This is an optimization exercise on Yosys and OpenROAD, whose aim is small area and a short achievable clock period, not a production implementation.
At most, simulation tests tie the RTL to the original design; equivalence was not proved.
Function not checked in runs 3 and 4: the RTL went through the layout flow alone.

==> flow/design.v <==
module CS(clk, reset, X, Y);
	input clk, reset;
	input [7:0] X;
	output [9:0] Y;
	reg [7:0] X9;                    
	reg rq;                          
	reg [7:0] P0, P1, P2, P3, P4, P5, P6, P7, P8;
	reg [11:0] NT;                   
	wire [11:0] T = ~NT;
	reg [3:0] cnt;                   
	always @(negedge clk) begin
		X9 <= X;
		rq <= reset;
	end
	wire [7:0] sub = (cnt[3] & cnt[0]) ? P0 : 8'd0;
	wire [11:0] Ta;
	wire tac;
	radd #(12) u_ta(T, {4'b0000, X9}, 1'b0, Ta, tac);
	wire [11:0] Tn;
	wire tnc;
	radd #(12) u_tn(Ta, {4'b1111, ~sub}, 1'b1, Tn, tnc);
	always @(posedge clk) begin
		P0 <= P1; P1 <= P2; P2 <= P3; P3 <= P4; P4 <= P5;
		P5 <= P6; P6 <= P7; P7 <= P8; P8 <= X9;
		if (rq) begin
			NT <= 12'hfff;
			cnt <= 4'd0;
		end else begin
			NT <= ~Tn;
			if (cnt != 4'd9)
				cnt <= cnt + 4'd1;
		end
	end
	wire [5:0] s1 = T[11:6];
	wire [6:0] v;
	radd #(6) u_v(s1, T[5:0], 1'b0, v[5:0], v[6]);
	reg [3:0] q2;
	always @(*) begin
		if (v >= 7'd90) q2 = 4'd10;
		else if (v >= 7'd81) q2 = 4'd9;
		else if (v >= 7'd72) q2 = 4'd8;
		else if (v >= 7'd63) q2 = 4'd7;
		else if (v >= 7'd54) q2 = 4'd6;
		else if (v >= 7'd45) q2 = 4'd5;
		else if (v >= 7'd36) q2 = 4'd4;
		else if (v >= 7'd27) q2 = 4'd3;
		else if (v >= 7'd18) q2 = 4'd2;
		else if (v >= 7'd9) q2 = 4'd1;
		else q2 = 4'd0;
	end
	wire [6:0] dq;                   
	wire dqc;
	radd #(6) u_dq({2'b00, q2}, ~s1, 1'b1, dq[5:0], dqc);
	assign dq[6] = ~dqc;
	wire [7:0] avg;
	wire ac;
	assign avg[2:0] = dq[2:0];
	radd #(5) u_avg(s1[4:0], {dq[6], dq[6:3]}, 1'b0, avg[7:3], ac);
	wire [8:0] le;
	cmple u_c0(P0, avg, le[0]);
	cmple u_c1(P1, avg, le[1]);
	cmple u_c2(P2, avg, le[2]);
	cmple u_c3(P3, avg, le[3]);
	cmple u_c4(P4, avg, le[4]);
	cmple u_c5(P5, avg, le[5]);
	cmple u_c6(P6, avg, le[6]);
	cmple u_c7(P7, avg, le[7]);
	cmple u_c8(P8, avg, le[8]);
	wire [71:0] w = {P8, P7, P6, P5, P4, P3, P2, P1, P0};
	reg [8:0] c, hit, b;
	reg [7:0] appr;
	integer i, k;
	always @(*) begin
		c = le;
		for (k = 7; k >= 0; k = k - 1) begin
			for (i = 0; i < 9; i = i + 1)
				b[i] = w[8*i + k];
			hit = c & b;
			appr[k] = |hit;
			c = appr[k] ? hit : c;
		end
	end
	wire [11:0] Sa;
	wire sac;
	radd #(12) u_sa(T, {4'b0000, appr}, 1'b0, Sa, sac);
	wire yc;
	radd #(10) u_y({sac, Sa[11:3]}, {2'b00, appr}, 1'b0, Y, yc);
endmodule
module radd #(parameter W = 8) (a, b, ci, s, co);
	input [W-1:0] a, b;
	input ci;
	output [W-1:0] s;
	output co;
	wire [W:0] c;
	assign c[0] = ci;
	genvar i;
	generate for (i = 0; i < W; i = i + 1) begin : f
		assign s[i] = a[i] ^ b[i] ^ c[i];
		assign c[i+1] = (a[i] & b[i]) | (a[i] & c[i]) | (b[i] & c[i]);
	end endgenerate
	assign co = c[W];
endmodule
module cmple(x, y, le);
	input [7:0] x, y;
	output le;
	wire [8:0] br;
	assign br[0] = 1'b0;
	genvar k;
	generate for (k = 0; k < 8; k = k + 1) begin : h
		assign br[k+1] = (~y[k] & x[k]) | (~y[k] & br[k]) | (x[k] & br[k]);
	end endgenerate
	assign le = ~br[8];
endmodule
==> flow/flow/run.sh <==
#!/bin/bash
# Own flow: the standard layout (standard.sh) with these changes:
# - synthesis (flow/synth.tcl) maps the logic with an area-oriented ABC script
#   (flow/area.abc) and extracts only full adders; registers are mapped
#   exactly as in the standard synthesis;
# - ports are buffered with buf_1;
# - the clock tree uses clkbuf_4/clkbuf_8 and no dummy loads.
# make's output goes to flow_make.log, each step's own log to orfs/logs/.
set -euo pipefail
here=$(pwd)
export OWN_ABC_SCRIPT=$here/flow/area.abc
bash standard.sh SYNTH_SCRIPT=$here/flow/synth.tcl \
  BUFFER_PORTS_ARGS="-buffer_cell sky130_fd_sc_hd__buf_1" \
  CTS_ARGS="-repair_clock_nets -dont_use_dummy_load -buf_list {sky130_fd_sc_hd__clkbuf_8 sky130_fd_sc_hd__clkbuf_16}" \
   finish > $here/flow_make.log 2>&1
==> flow/flow/area.abc <==
strash
ifraig
resub -K 8 -N 2
refactor -z
rewrite -z
dch -f
amap
topo
==> flow/flow/synth.tcl <==
# Standard synthesis (synth_recipe.tcl) with two changes: ABC maps with an
# area-oriented script (flow/area.abc) instead of ORFS's own, and only full
# adders (not half adders) are extracted into adder cells.
proc synth {args} { yosys synth -nofsm -noshare {*}$args }
proc abc {args} {
  set i [lsearch -exact $args -script]
  if {$i >= 0} { lset args [expr {$i + 1}] $::env(OWN_ABC_SCRIPT) }
  yosys abc {*}$args
}
proc extract_fa {args} {
  if {[lsearch -exact $args -fa] < 0 && [lsearch -exact $args -ha] < 0} { set args [concat -fa $args] }
  yosys extract_fa {*}$args
}
source $::env(SCRIPTS_DIR)/synth.tcl
# left out here: clear keep_hierarchy, flatten, clean up, hide names made inside functions, write 1_2_yosys.v
==> flow/standard.sh <==
#!/bin/bash
# synth_recipe.tcl (not shown) runs the flow's synth.tcl, then flattens the netlist and writes it again
# the make line also repeats each setting of config.mk as NAME=value (left out here)
make -C /OpenROAD-flow-scripts/flow DESIGN_CONFIG=/design/flow/config.mk WORK_HOME=/design/flow/orfs CLKGATE_MAP_FILE= SYNTH_SCRIPT=/design/flow/synth_recipe.tcl "${@:-finish}"
==> flow/config.mk <==
export PLATFORM = sky130hd
export DESIGN_NAME = CS
export DESIGN_NICKNAME = CS
export VERILOG_FILES = /design/flow/design.v
export SDC_FILE = /design/flow/constraint.sdc
export NUM_CORES = 4
export LEC_CHECK = 0
export CAP_MARGIN = 20
export CORE_MARGIN = 2
export CORE_UTILIZATION = 40
export SLEW_MARGIN = 20
==> flow/constraint.sdc <==
create_clock -name core_clock -period 70.0 [get_ports {clk}]
set_input_delay 14.0000 -clock core_clock [delete_from_list [all_inputs] [get_ports {clk}]]
set_output_delay 14.0000 -clock core_clock [all_outputs]
set_load 0.01 [all_outputs]
==> impl_metrics.env, run 1 <==
export IMPL_antennaDiodeCount=0
export IMPL_status="finished clean"
export IMPL_min_delay_path_depth=0
export IMPL_coreArea_sq_um=11960
export IMPL_cpMaxStageDelayCell="buf_1"
export IMPL_die_area_sq_um=13140
export IMPL_firstDrtPassIters=5
export IMPL_finalNetCount=668
export IMPL_grt_max_degree=19
export IMPL_path_buf_inv=1
export IMPL_ant_nets=0
export IMPL_dieWidth_um=114.7
export IMPL_root_buffer="clkbuf_16"
export IMPL_numPortBuffers=19
export IMPL_relSlewSlack=0.3785
export IMPL_detail_route_iter0_violations=295
export IMPL_finalClockSkew_ns=0.05794
export IMPL_avgSynthCellArea_sq_um=8.429
export IMPL_crit_cells=1
export IMPL_wl_per_cell_um=15.53
export IMPL_cts_hold_buffers=0
export IMPL_yosysSeqAreaShare=0.3965
export IMPL_slowest_delay_ns=0.08
export IMPL_drc=0
export IMPL_finalSetupViolations=0
export IMPL_path_max_fanout=1
export IMPL_synth_area_leaders="dfxtp_1 (40%), fa_1 (16%), clkinv_1 (7.1%), a21oi_1 (5.4%), o21ai_0 (5.4%)"
export IMPL_grt_pass1_vias=4071
export IMPL_synth_simple_area_share=0.1441
export IMPL_synth_fa_ha_area_frac=0.1553
export IMPL_antenna_found_initial=0
export IMPL_yosysWarnings=1
export IMPL_cts_buffers=9
export IMPL_cts_resized=0
export IMPL_synth_top_family_by_area="compound AO/OA/AOI/OAI gates"
export IMPL_fp_dieH_um=114.7
export IMPL_hp_class="flop to flop"
export IMPL_crit_type="input port to flop"
export IMPL_fin_tns_setup_ns=0
export IMPL_synth_compound_area_frac=0.2317
export IMPL_synthesis_area_sq_um=4897
export IMPL_ys_ff_latch=97
export IMPL_crit_arrival_ns=14.08
export IMPL_worst_ep_required_time_ns=35.27
export IMPL_critPathTopFamily="buffers and inverters"
export IMPL_areaGrowthSynthToFinish_pct=10.58
export IMPL_grt_overflow_total=0
export IMPL_globalplace_congestion=0.9021
export IMPL_maxCapViolations=0
export IMPL_cts_sinks=97
export IMPL_fin_hold_ws_ns=0.3532
export IMPL_grt_pass1_wl_mm=19.97
export IMPL_hold_viol_final=0
export IMPL_ys_types=34
export IMPL_dr_total_vias=4197
export IMPL_start_util=0.4094
export IMPL_top_level_ports=20
export IMPL_synthXorXnorAreaFrac=0.001788
export IMPL_r2r_cells=19
export IMPL_clkTransAtPathRegs_ns=0.06
export IMPL_drt_wl_total_mm=11.88
export IMPL_insertion_delay_ns=0.39
export IMPL_worstMarginPinSlew_ns=0.9225
export IMPL_cts_setup_buffers=0
export IMPL_layout_drive_gt1_share=0.01618
export IMPL_worstSetupStartpointType="input port"
export IMPL_place_hpwl_mm=9.532
export IMPL_std_cell_rows=40
export IMPL_end_kind="flop"
export IMPL_rsz0062_at_grt="false"
export IMPL_cts_tree="done"
export IMPL_groute_usage_overall=0.1966
export IMPL_clockBufferDepth=2
export IMPL_synth_top_cell_area_share=0.3965
export IMPL_routed_via_density=5.486
export IMPL_muxShareOfSynthArea=0
export IMPL_synth_top_area_cell="dfxtp_1"
export IMPL_slew_viol_final=0
export IMPL_crit_chain="buf_1"
export IMPL_htreeDepth=3
export IMPL_syn_inst=581
-- worst paths after layout --
path	start	to	slack [ns]
max	X[3]	X9[3]	21.19
min	P6[0]	P5[0]	0.35
max reg2reg	X9[0]	NT[11]	30.61
min reg2reg	P6[0]	P5[0]	0.35
-- sequential cells by signal, summed over array words and instances (netlist names) --
signal / count
P4: 8
P3: 8
P1: 8
cnt: 4
P2: 8
P7: 8
P0: 8
P6: 8
X9: 8
P8: 8
rq: 1
NT: 12
P5: 8
-- through the flow --
stage	instance area, sq um	setup WS, ns	instances	util
global route	5415	21.19	765	0.4527
CTS	5415	21.20	765	0.4527
global placement	5160	20.82	748	0.4314
floorplan	4897	20.90	581	-
detailed placement	5160	20.81	748	0.4314
finish	5415	21.19	765	0.4527
-- cells in the mapped netlist --
cell,number
dfxtp_1,97
clkinv_1,92
nor2_1,70
nand2_1,55
a21oi_1,53
o21ai_0,53
fa_1,38
o22ai_1,27
nor3_1,13
a221oi_1,12
or2_0,8
a31oi_1,7
and3_1,6
a211oi_1,5
a22o_1,5
nor4_1,5
a22oi_1,4
nand3_1,4
o21a_1,4
o32ai_1,4
o221ai_1,3
nor2b_1,2
o21bai_1,2
o31ai_1,2
a2111oi_0,1
a21o_1,1
a221o_1,1
a32oi_1,1
and2_0,1
nand4_1,1
o22a_1,1
o32a_1,1
or4_1,1
xnor2_1,1
-- layout by cell type (no fill, tap or decap), drive strengths merged, types with 2 or more instances in the layout --
master,count
nand2,55
o32ai,4
fa,38
nor2,70
a221oi,12
nor4,5
o21a,4
a22o,5
a22oi,4
o21ai,53
nand3,4
clkbuf,9
a31oi,7
o21bai,2
a211oi,5
nor2b,2
clkinv,100
o22ai,27
buf,20
or2,8
o31ai,2
a21oi,53
o221ai,3
and3,6
nor3,13
dfxtp,97
-- kinds of logic after synthesis --
| logic type | count (synthesis) |
|---|---|
| xor gates and xnor gates | 1 |
| adders and majority gates | 38 |
| and+or+nand+nor | 166 |
| AOI/OAI and AO/OA | 187 |
| DFF | 97 |
| buffers and inverters | 92 |
-- layer usage --
metal  routed length, um  vias to the layer above  track usage
met5                   0                        -            0
met4                 229                        0      0.06423
met3                 546                       19      0.04023
met2                5737                      102       0.3239
met1                5365                     1993       0.2588
li1                    -                     2083            -
-- layout make-up --
cell class	instances	area [sq um]
Timing Repair Buffer	20	78.83
Inverter	91	341.6
Clock inverter	9	33.78
Sequential cell	97	1942
Clock buffer	9	225.2
Multi-Input combinational cell	392	2610
Tap cell	147	183.9
Fill cell	1146	6546
==> inputs of run 2 (changes only) <==
--- a/flow/flow/run.sh
+++ b/flow/flow/run.sh
@@ -13,3 +13,3 @@
   BUFFER_PORTS_ARGS="-buffer_cell sky130_fd_sc_hd__buf_1" \
-  CTS_ARGS="-repair_clock_nets -dont_use_dummy_load -buf_list {sky130_fd_sc_hd__clkbuf_8 sky130_fd_sc_hd__clkbuf_16}" \
+  CTS_ARGS="-sink_clustering_enable -repair_clock_nets -dont_use_dummy_load -sink_clustering_size 48 -sink_clustering_max_diameter 300 -buf_list {sky130_fd_sc_hd__clkbuf_8 sky130_fd_sc_hd__clkbuf_16}" \
    finish > $here/flow_make.log 2>&1
==> impl_metrics.env, run 2 <==
export IMPL_status="finished clean"
export IMPL_grt_overflow_total=0
export IMPL_antenna_found_initial=0
export IMPL_maxCapViolations=0
export IMPL_crit_type="input port to flop"
export IMPL_cts_hold_buffers=0
export IMPL_worstMarginPinSlew_ns=0.9225
export IMPL_yosysSeqAreaShare=0.3965
export IMPL_grt_pass1_vias=4071
export IMPL_dr_total_vias=4197
export IMPL_path_buf_inv=1
export IMPL_final_cell_area_sq_um=5415
export IMPL_place_area_sq_um=5160
export IMPL_finalClockSkew_ns=0.05794
export IMPL_cts_tree="done"
export IMPL_slowest_delay_ns=0.08
export IMPL_coreArea_sq_um=11960
export IMPL_hp_class="flop to flop"
export IMPL_place_hpwl_mm=9.532
export IMPL_firstDrtPassIters=5
export IMPL_critPathTopFamily="buffers and inverters"
export IMPL_crit_chain="buf_1"
export IMPL_synthArstFlopShare=0
export IMPL_cts_sinks=97
export IMPL_worst_ep_required_time_ns=35.27
export IMPL_cts_resized=0
export IMPL_routed_via_density=5.486
export IMPL_cts_buffers=9
export IMPL_grt_max_degree=19
export IMPL_std_cell_rows=40
export IMPL_insertion_delay_ns=0.39
export IMPL_post_synth_top_count_cell="dfxtp_1"
export IMPL_synth_top_area_cell="dfxtp_1"
export IMPL_htreeDepth=3
export IMPL_fp_dieH_um=114.7
export IMPL_r2r_cells=19
export IMPL_layout_common_cells="clkinv_1 (100), dfxtp_1 (97), nor2_1 (70)"
export IMPL_hold_viol_final=0
export IMPL_antennaDiodeCount=0
export IMPL_cpMaxStageDelayCell="buf_1"
export IMPL_syn_inst=581
export IMPL_synthesis_area_sq_um=4897
export IMPL_relSlewSlack=0.3785
export IMPL_start_util=0.4094
export IMPL_globalplace_congestion=0.9021
export IMPL_wl_per_cell_um=15.53
export IMPL_largest_register_ffs=12
export IMPL_numPortBuffers=19
export IMPL_finalNetCount=668
export IMPL_areaGrowthSynthToFinish_pct=10.58
export IMPL_min_delay_path_depth=0
export IMPL_regMostFlops="NT"
export IMPL_drc=0
export IMPL_synth_area_leaders="dfxtp_1 (40%), fa_1 (16%), clkinv_1 (7.1%), a21oi_1 (5.4%), o21ai_0 (5.4%)"
export IMPL_top_level_ports=20
export IMPL_dieWidth_um=114.7
export IMPL_cts_setup_buffers=0
export IMPL_root_buffer="clkbuf_16"
export IMPL_fin_tns_setup_ns=0
export IMPL_end_kind="flop"
export IMPL_yosysWarnings=1
export IMPL_synth_edff_count=0
export IMPL_clkTransAtPathRegs_ns=0.06
export IMPL_ys_ff_latch=97
export IMPL_finalSetupViolations=0
export IMPL_ys_types=34
export IMPL_drt_wl_total_mm=11.88
export IMPL_rsz0062_at_grt="false"
export IMPL_crit_cells=1
export IMPL_clockBufferDepth=2
export IMPL_worstSetupStartpointType="input port"
export IMPL_avgSynthCellArea_sq_um=8.429
export IMPL_layout_drive_gt1_share=0.01618
export IMPL_groute_usage_overall=0.1966
export IMPL_synthTopCellsByCount="dfxtp_1 (97), clkinv_1 (92), nor2_1 (70), nand2_1 (55)"
export IMPL_synth_top_cell_area_share=0.3965
export IMPL_slew_viol_final=0
export IMPL_fin_hold_ws_ns=0.3532
export IMPL_mostFrequentLayoutCell="clkinv_1"
export IMPL_crit_arrival_ns=14.08
export IMPL_detail_route_iter0_violations=295
export IMPL_grt_pass1_wl_mm=19.97
export IMPL_die_area_sq_um=13140
export IMPL_path_max_fanout=1
export IMPL_ant_nets=0
export IMPL_synth_ff_type="dfxtp_1"
## run 2: cell counts after synthesis
Identical to the previous run, type by type.
## run 2: kinds of logic (layout without fill, tap and decap cells)
family	count (synthesis)	after routing	share of synthesized area
AO/OA/AOI/OAI	187	187	0.2317
AND/OR/NAND/NOR	166	166	0.1441
flip-flops	97	97	0.3965
buffers and inverters	92	129	0.07052
adder cells (fa/ha/maj)	38	38	0.1553
XOR/XNOR	1	1	0.001789
## run 2: worst paths after layout
path	from	to	slack, ns
worst max-delay path	X[3]	X9[3]	21.19
worst min-delay path	P6[0]	P5[0]	0.35
worst max register to register	X9[0]	NT[11]	30.61
worst min register to register	P6[0]	P5[0]	0.35
## run 2: final cells by class
| class | instances | area (sq um) |
|---|---|---|
| fill | 1146 | 6546 |
| multi-input combinational | 392 | 2610 |
| sequential | 97 | 1942 |
| inverter | 91 | 341.6 |
| clock buffer | 9 | 225.2 |
| tap | 147 | 183.9 |
| timing repair buffer | 20 | 78.83 |
| clock inverter | 9 | 33.78 |
## run 2: routing by layer
layer	track usage	wire, um
met5	0	0
met4	0.06423	229
met3	0.04023	546
met2	0.3239	5737
met1	0.2588	5365
## run 2: stage by stage
stage	utilization	instances	setup slack, ns
6_report	0.4527	765	21.19
5_1_grt	0.4527	765	21.19
4_1_cts	0.4527	765	21.20
3_5_place_dp	0.4314	748	20.81
3_3_place_gp	0.4314	748	20.82
2_1_floorplan	-	581	20.90
==> inputs of run 3 (changes only) <==
==> flow/design.v (replaced) <==
module CS(clk, reset, X, Y);
	input clk, reset;
	input [7:0] X;
	output [9:0] Y;
	reg [7:0] X1, X2, X3, X4, X5, X6, X7, X8, X9;
	reg [10:0] T;       
	reg [3:0] cnt;      
	reg [9:0] Y;
	wire full = (cnt == 4'd9);
	always @(negedge clk) begin
		X1 <= X2; X2 <= X3; X3 <= X4; X4 <= X5;
		X5 <= X6; X6 <= X7; X7 <= X8; X8 <= X9; X9 <= X;
		if (reset) begin
			T <= 11'd0;
			cnt <= 4'd0;
		end else begin
			T <= T - (full ? X1 : 8'd0) + ((cnt != 4'd0) ? X9 : 8'd0);
			if (!full)
				cnt <= cnt + 4'd1;
		end
	end
	wire [11:0] S = T + X9;
	wire [5:0] s1 = S[11:6];
	wire [6:0] v = s1 + S[5:0];
	reg [3:0] q2;
	always @(*) q2 = v / 7'd9;
	wire [7:0] avg = {s1, 3'b0} - s1 + q2;
	wire [8:0] b [0:7];
	genvar k;
	generate for (k = 0; k < 8; k = k + 1) begin : g
		assign b[k] = {X9[k], X8[k], X7[k], X6[k], X5[k], X4[k], X3[k], X2[k], X1[k]};
	end endgenerate
	wire [8:0] c7 = {X9 <= avg, X8 <= avg, X7 <= avg, X6 <= avg, X5 <= avg,
	                 X4 <= avg, X3 <= avg, X2 <= avg, X1 <= avg};
	wire a7 = |(c7 & b[7]); wire [8:0] c6 = c7 & (b[7] | {9{~a7}});
	wire a6 = |(c6 & b[6]); wire [8:0] c5 = c6 & (b[6] | {9{~a6}});
	wire a5 = |(c5 & b[5]); wire [8:0] c4 = c5 & (b[5] | {9{~a5}});
	wire a4 = |(c4 & b[4]); wire [8:0] c3 = c4 & (b[4] | {9{~a4}});
	wire a3 = |(c3 & b[3]); wire [8:0] c2 = c3 & (b[3] | {9{~a3}});
	wire a2 = |(c2 & b[2]); wire [8:0] c1 = c2 & (b[2] | {9{~a2}});
	wire a1 = |(c1 & b[1]); wire [8:0] c0 = c1 & (b[1] | {9{~a1}});
	wire a0 = |(c0 & b[0]);
	wire [7:0] appr = {a7, a6, a5, a4, a3, a2, a1, a0};
	wire [11:0] Sa = S + appr;
	wire [9:0] Yn = Sa[11:3] + appr;
	always @(posedge clk)
		Y <= Yn;
endmodule
==> flow/run.sh (new file) <==
#!/bin/bash
# synth_recipe.tcl (not shown) runs the flow's synth.tcl, then flattens the netlist and writes it again
# the make line also repeats each setting of config.mk as NAME=value (left out here)
make -C /OpenROAD-flow-scripts/flow DESIGN_CONFIG=/design/flow/config.mk WORK_HOME=/design/flow/orfs CLKGATE_MAP_FILE= SYNTH_SCRIPT=/design/flow/synth_recipe.tcl finish
removed: flow/flow/run.sh
removed: flow/flow/area.abc
removed: flow/flow/synth.tcl
removed: flow/standard.sh
==> impl_metrics.env, run 3 <==
export IMPL_detail_route_iter0_violations=837
export IMPL_synth_ff_type="dfxtp_1"
export IMPL_ys_ff_latch=97
export IMPL_slew_viol_final=0
export IMPL_rsz0062_at_grt="false"
export IMPL_ys_types=97
export IMPL_crit_type="flop to flop"
export IMPL_avgSynthCellArea_sq_um=8.680
export IMPL_grt_max_degree=22
export IMPL_synthTopCellsByCount="ha_1 (122), inv_1 (113), dfxtp_1 (97), a21oi_1 (67), nand2_1 (58)"
export IMPL_grt_pass1_vias=7929
export IMPL_grt_pass1_wl_mm=42.68
export IMPL_ant_nets=0
export IMPL_insertion_delay_ns=0.43
export IMPL_cts_resized=0
export IMPL_synth_edff_count=0
export IMPL_regMostFlops="T"
export IMPL_numPortBuffers=19
export IMPL_relSlewSlack=0.2688
export IMPL_dr_total_vias=8069
export IMPL_dieWidth_um=150.3
export IMPL_drt_wl_total_mm=26.69
export IMPL_clockBufferDepth=2
export IMPL_routed_via_density=5.911
export IMPL_layout_drive_gt1_share=0.05693
export IMPL_place_hpwl_mm=20.60
export IMPL_cts_buffers=9
export IMPL_cts_tree="done"
export IMPL_firstDrtPassIters=6
export IMPL_top_level_ports=20
export IMPL_yosysWarnings=1
export IMPL_drc=0
export IMPL_globalplace_congestion=0.9581
export IMPL_cts_setup_buffers=0
export IMPL_cts_hold_buffers=0
export IMPL_htreeDepth=3
export IMPL_wl_per_cell_um=19.56
export IMPL_end_kind="flop"
export IMPL_clkTransAtPathRegs_ns=0.08
export IMPL_yosysSeqAreaShare=0.2269
export IMPL_crit_arrival_ns=53.42
export IMPL_finalClockSkew_ns=0.06936
export IMPL_root_buffer="clkbuf_16"
export IMPL_synthArstFlopShare=0
export IMPL_synth_top_area_cell="dfxtp_1"
export IMPL_cp_common_cell="a21oi_1"
export IMPL_coreArea_sq_um=21020
export IMPL_finalNetCount=1229
export IMPL_worst_ep_required_time_ns=70.26
export IMPL_hp_class="flop to flop"
export IMPL_syn_inst=986
export IMPL_std_cell_rows=53
export IMPL_synth_top_cell_area_share=0.2269
export IMPL_areaGrowthSynthToFinish_pct=12.34
export IMPL_grt_overflow_total=0
export IMPL_largest_register_ffs=11
export IMPL_worstMarginPinSlew_ns=1.089
export IMPL_maxCapViolations=0
export IMPL_antenna_found_initial=1
export IMPL_mostFrequentLayoutCell="inv_1"
export IMPL_post_synth_top_count_cell="ha_1"
export IMPL_start_util=0.4071
export IMPL_synth_area_leaders="dfxtp_1 (23%), ha_1 (18%), inv_1 (5.0%), a21oi_1 (3.9%), xnor2_1 (3.8%)"
export IMPL_die_area_sq_um=22580
export IMPL_layout_common_cells="inv_1 (201), ha_1 (122), dfxtp_1 (97)"
export IMPL_reg_top3="T x11, Y x10"
export IMPL_groute_usage_overall=0.2440
export IMPL_cpMaxStageDelayCell="nor4_2"
export IMPL_fp_dieH_um=150.3
export IMPL_hold_viol_final=0
export IMPL_finalSetupViolations=0
export IMPL_worstSetupStartpointType="flop"
export IMPL_status="finished clean"
export IMPL_synthesis_area_sq_um=8558
export IMPL_cts_sinks=97
export IMPL_slowest_delay_ns=0.88
export IMPL_path_max_fanout=21
export IMPL_fin_hold_ws_ns=0.3436
export IMPL_fin_tns_setup_ns=0
## run 3: cell types whose count changed after synthesis, sizes merged, moves of 17 or more
cell	delta
xnor2	+36
nand3	+26
o22ai	-20
nor2	-25
fa	-25
o21bai	+20
a211oi	+17
inv	+113
clkinv	-92
ha	+122
## run 3: metal layers
layer | share of wire | vias up | track usage
met4 | 0.037 | 0 | 0.1160
met2 | 0.43 | 402 | 0.3680
met3 | 0.082 | 89 | 0.06455
met1 | 0.45 | 3708 | 0.3237
met5 | 0 | - | 0
li1 | - | 3870 | -
## run 3: kinds of logic (layout without fill, tap and decap cells)
group / count (synthesis) / in the layout / share of synthesized area
AO/OA/AOI/OAI: 319 / 319 / 0.2855
AND/OR/NAND/NOR: 251 / 251 / 0.1556
adder cells (fa/ha/maj): 136 / 136 / 0.2099
buffers and inverters: 132 / 235 / 0.06316
flip-flops: 97 / 97 / 0.2269
XOR/XNOR: 49 / 49 / 0.05658
multiplexers: 2 / 2 / 0.002339
other: 0 / 1 / 0
## run 3: critical path: cells and delay by family, from the launching register on
kind	cells	cell delay, ns
buffers and inverters	2	0.11
XOR/XNOR	4	1.65
AO/OA/AOI/OAI	40	8.52
flip-flops	1	0.37
adder cells (fa/ha/maj)	10	2.74
AND/OR/NAND/NOR	17	4.61
## run 3: final timing paths
check / endpoint / cells past startpoint / slack (ns) / from
hold / removal: X4[0] / 0 / 0.34 / X5[0]
setup reg to reg: Y[9] / 73 / 16.84 / X9[0]
setup / recovery: Y[9] / 73 / 16.84 / X9[0]
hold reg to reg: X4[0] / 0 / 0.34 / X5[0]
## run 3: layout make-up
type                            instances  area [sq um]
Antenna cell                            1         2.502
Clock buffer                            9         225.2
Clock inverter                         94         399.1
Fill cell                            2054         11410
Inverter                              112         420.4
Multi-Input combinational cell        757          6083
Sequential cell                        97          1942
Tap cell                              275         344.1
Timing Repair Buffer                   20         197.7
## run 3: metrics by stage
| step | instances | utilization | instance area [sq um] | setup slack (ns) |
|---|---|---|---|---|
| final | 1365 | 0.4574 | 9614 | 16.84 |
| after detailed placement | 1262 | 0.4274 | 8984 | 17.32 |
| after global placement | 1262 | 0.4274 | 8984 | 17.64 |
| after global routing | 1364 | 0.4572 | 9612 | 15.43 |
| after CTS | 1364 | 0.4569 | 9604 | 17.23 |
| after floorplan | 986 | - | 8558 | 20.09 |
==> inputs of run 4 (changes only) <==
==> flow/design.v (replaced) <==
module CS(clk, reset, X, Y);
	input clk, reset; 
	input [7:0] X;
	output [9:0] Y;
	reg [9:0] X1,X2, X3, X4, X5, X6, X7, X8, X9;
	wire[9:0] avg_w;
	reg [9:0] avg;
	reg [9:0] appr;
	wire[9:0] Y_keep_w;
	reg [9:0] Y;
	reg [12:0] avg_dividend;
	reg [12:0] Y_dividend;
	reg [12:0] total_num;
	reg [9:0] least;
	wire [12:0] avg_dis = 13'd9;
	wire [12:0] Y_dis = 13'd8;
	always @(negedge clk) begin
		if(reset) begin
			X1 <= 0; X2 <= 0; X3 <= 0; X4 <= 0; X5 <= 0; X6 <= 0; X7 <= 0; X8 <= 0; X9 <= 0;
			avg_dividend <= 0;
			total_num <= 0;
		end  
		else begin 
			if (total_num < 9)
				total_num <= total_num + 1;
			X1 <= X2;
			X2 <= X3;
			X3 <= X4;
			X4 <= X5;
			X5 <= X6;
			X6 <= X7;
			X7 <= X8;
			X8 <= X9;
			X9 <= X;
			avg_dividend <= X2+X3+X4+X5+X6+X7+X8+X9+X; 	
		end  
	end  
	calc c1(avg_dividend, avg_dis, avg_w);
	always @(*) begin
		avg = avg_w;
		appr = X1;
		least = 1000;
		if( (avg >= X1) && (avg - X1) < least) begin
			appr = X1;
			least = avg - X1;
		end
		if(avg >= X2 && (avg - X2) < least) begin
			appr = X2;
			least = avg - X2;
		end
		if(avg >= X3 && (avg - X3) < least) begin
			appr = X3;
			least = avg - X3;
		end
		if(avg >= X4 && (avg - X4) < least) begin
			appr = X4;
			least = avg - X4;
		end
		if(avg >= X5 && (avg - X5) < least) begin
			appr = X5;
			least = avg - X5;
		end
		if(avg >= X6 && (avg - X6) < least) begin
			appr = X6;
			least = avg - X6;
		end
		if(avg >= X7 && (avg - X7) < least) begin
			appr = X7;
			least = avg - X7;
		end
		if(avg >= X8 && (avg - X8) < least) begin
			appr = X8;
			least = avg - X8;
		end
		if(avg >= X9 && (avg - X9) < least) begin
			appr = X9;
			least = avg - X9;
		end
		Y_dividend = avg_dividend + avg_dis*appr;
	end  
	calc c2(Y_dividend, Y_dis, Y_keep_w);	
	always @(posedge clk) begin
		if (total_num >= 9)
			Y <= Y_keep_w;
	end 
endmodule
module  calc
    #(parameter width=13)   
	(dividend, divisor, merchant);
	input [width-1:0]       dividend;   
	input [width-1:0]       divisor;   
	output [width-1:0]      merchant;   
	reg [width-1:0]     	temp_dividend;  
	reg [width-1:0]      	temp_divisor;  
	reg [2*width-1:0]    	temp_did;
	reg [2*width-1:0]   	temp_dis;
	reg [width-1:0]      	merchant;   
	reg [width-1:0]      	remainder;   
	integer 		i;
    always @(*) begin
		temp_dividend = dividend;
		temp_divisor = divisor;	
	end
    always @(*) begin
		temp_did = {{width{1'b0}}, temp_dividend};
		temp_dis = {temp_divisor, {width{1'b0}}};
		for(i = 0; i < width; i = i +1) begin
			temp_did = temp_did << 1;
			if(temp_did >= temp_dis) 
				temp_did = temp_did - temp_dis + 1'b1;
			else 
				temp_did = temp_did;
		end  
		merchant = temp_did[width-1:0];
		remainder = temp_did[width*2-1: width];
	end  
endmodule
==> impl_metrics.env, run 4 <==
export IMPL_largest_register_ffs=13
export IMPL_place_inst=2536
export IMPL_coreArea_sq_um=38920
export IMPL_start_util=0.4081
export IMPL_regMostFlops="total_num"
export IMPL_groute_usage_overall=0.2348
export IMPL_crit_arrival_ns=68.21
export IMPL_post_synth_top_count_cell="nor2_1"
export IMPL_syn_inst=1987
export IMPL_ant_nets=0
export IMPL_htreeDepth=3
export IMPL_cpMaxStageDelayCell="fa_1"
export IMPL_grt_pass1_vias=15610
export IMPL_clkTransAtPathRegs_ns=0.10
export IMPL_end_kind="flop"
export IMPL_path_max_fanout=9
export IMPL_muxShareOfSynthArea=0.04766
export IMPL_cts_tree="done"
export IMPL_detail_route_iter0_violations=861
export IMPL_antennaDiodeCount=0
export IMPL_synth_fa_ha_area_frac=0.2401
export IMPL_layout_drive_gt1_share=0.1228
export IMPL_grt_pass1_wl_mm=78.22
export IMPL_synth_simple_area_share=0.2056
export IMPL_yosysWarnings=4
export IMPL_ys_types=112
export IMPL_firstDrtPassIters=5
export IMPL_std_cell_rows=72
export IMPL_synthTopCellsByCount="nor2_1 (197), ha_1 (192), inv_1 (178), a21oi_1 (126), nand2_1 (114)"
export IMPL_synth_area_leaders="ha_1 (15%), dfxtp_1 (12%), fa_1 (8.7%), nor2_1 (4.7%), inv_1 (4.2%)"
export IMPL_layout_common_cells="inv_1 (274), nor2_1 (194), ha_1 (184)"
export IMPL_fin_cells=2685
export IMPL_top_level_ports=20
export IMPL_globalplace_congestion=0.9534
export IMPL_synth_compound_area_frac=0.2487
export IMPL_root_buffer="clkbuf_16"
export IMPL_cp_common_cell="ha_1"
export IMPL_finalClockSkew_ns=0.04601
export IMPL_dr_total_vias=15290
export IMPL_antenna_found_initial=0
export IMPL_slowest_delay_ns=0.52
export IMPL_avgSynthCellArea_sq_um=7.993
export IMPL_critPathTopFamily="compound AO/OA/AOI/OAI gates"
export IMPL_yosysSeqAreaShare=0.1412
export IMPL_numPortBuffers=19
export IMPL_grt_max_degree=98
export IMPL_hold_viol_final=0
export IMPL_path_buf_inv=14
export IMPL_drt_wl_total_mm=48.69
export IMPL_ys_ff_latch=107
export IMPL_fp_dieH_um=203.3
export IMPL_place_hpwl_mm=39.30
export IMPL_reg_top3="total_num x13, avg_dividend x12, Y x10"
export IMPL_synthesis_area_sq_um=15880
export IMPL_synthXorXnorAreaFrac=0.05830
export IMPL_maxCapViolations=0
export IMPL_hp_class="flop to flop"
export IMPL_synth_edff_count=10
export IMPL_status="finished clean"
export IMPL_final_cell_area_sq_um=18420
export IMPL_synth_ff_type="dfxtp_1"
export IMPL_worstMarginPinSlew_ns=1.062
export IMPL_synth_top_family_by_area="compound AO/OA/AOI/OAI gates"
export IMPL_cts_buffers=9
export IMPL_mostFrequentLayoutCell="inv_1"
export IMPL_grt_overflow_total=0
export IMPL_finalSetupViolations=0
export IMPL_insertion_delay_ns=0.45
export IMPL_dieWidth_um=203.3
export IMPL_cts_hold_buffers=0
export IMPL_die_area_sq_um=41310
export IMPL_finalNetCount=2433
export IMPL_synthArstFlopShare=0
export IMPL_worstSetupStartpointType="flop"
export IMPL_relSlewSlack=0.2918
export IMPL_routed_via_density=5.695
export IMPL_drc=0
export IMPL_areaGrowthSynthToFinish_pct=15.99
export IMPL_crit_type="flop to flop"
export IMPL_clockBufferDepth=2
export IMPL_worst_ep_required_time_ns=70.14
export IMPL_wl_per_cell_um=18.14
export IMPL_setup_ws_ns=1.935
export IMPL_reg2reg_slack_ns=1.93
export IMPL_pre_cts_ws_ns=-1.113
export IMPL_place_area_sq_um=16940
export IMPL_synth_top_cell_area_share=0.1513
export IMPL_cts_sinks=107
export IMPL_utilization=0.4733
export IMPL_slew_viol_final=0
export IMPL_synth_top_area_cell="ha_1"
run 4: worst paths after layout:
kind                   start            to  cells past startpoint
max          avg_dividend[9]          Y[0]                    162
min             total_num[6]  total_num[6]                      1
max reg2reg  avg_dividend[9]          Y[0]                    162
min reg2reg     total_num[6]  total_num[6]                      1
run 4: cells by family after synthesis:
logic type	count (synthesis)
flops	107
mux	72
compound gates	562
simple gates	642
buf+inv	235
fa+ha+maj	264
other cells	1
xor+xnor	104
run 4: what timing repair did:
action / 4_1_cts / 5_1_grt
gates cloned: 0 / 1
pin swaps: 5 / 31
resized for setup: 17 / 99
setup endpoints to repair: 3 / 4
setup buffers: 7 / 29
run 4: final cells by class:
class	count	area, sq um
repair buffers	111	909.6
well taps	518	648.1
multi-input cells	1650	13250
fillers	3908	20500
flip-flops and latches	107	2245
inverters	186	698.2
clock buffers	9	225.2
clock inverters	104	444.2
run 4: through the flow:
step / hold WS [ns] / setup TNS [ns]
floorplan: 0.4287 / 0
global placement: 0.4451 / -0.09316
detailed placement: 0.4563 / -2.002
CTS: 0.4608 / 0
global route: 0.4823 / -0.2568
finish: 0.4607 / 0
run 4: layer usage:
metal  wire, um  track usage  vias up
li1           -            -     7527
met1      21190       0.2811     7269
met2      24010       0.4182      394
met3       1804      0.03803      101
met4       1697      0.09359        0
met5          0            0        -
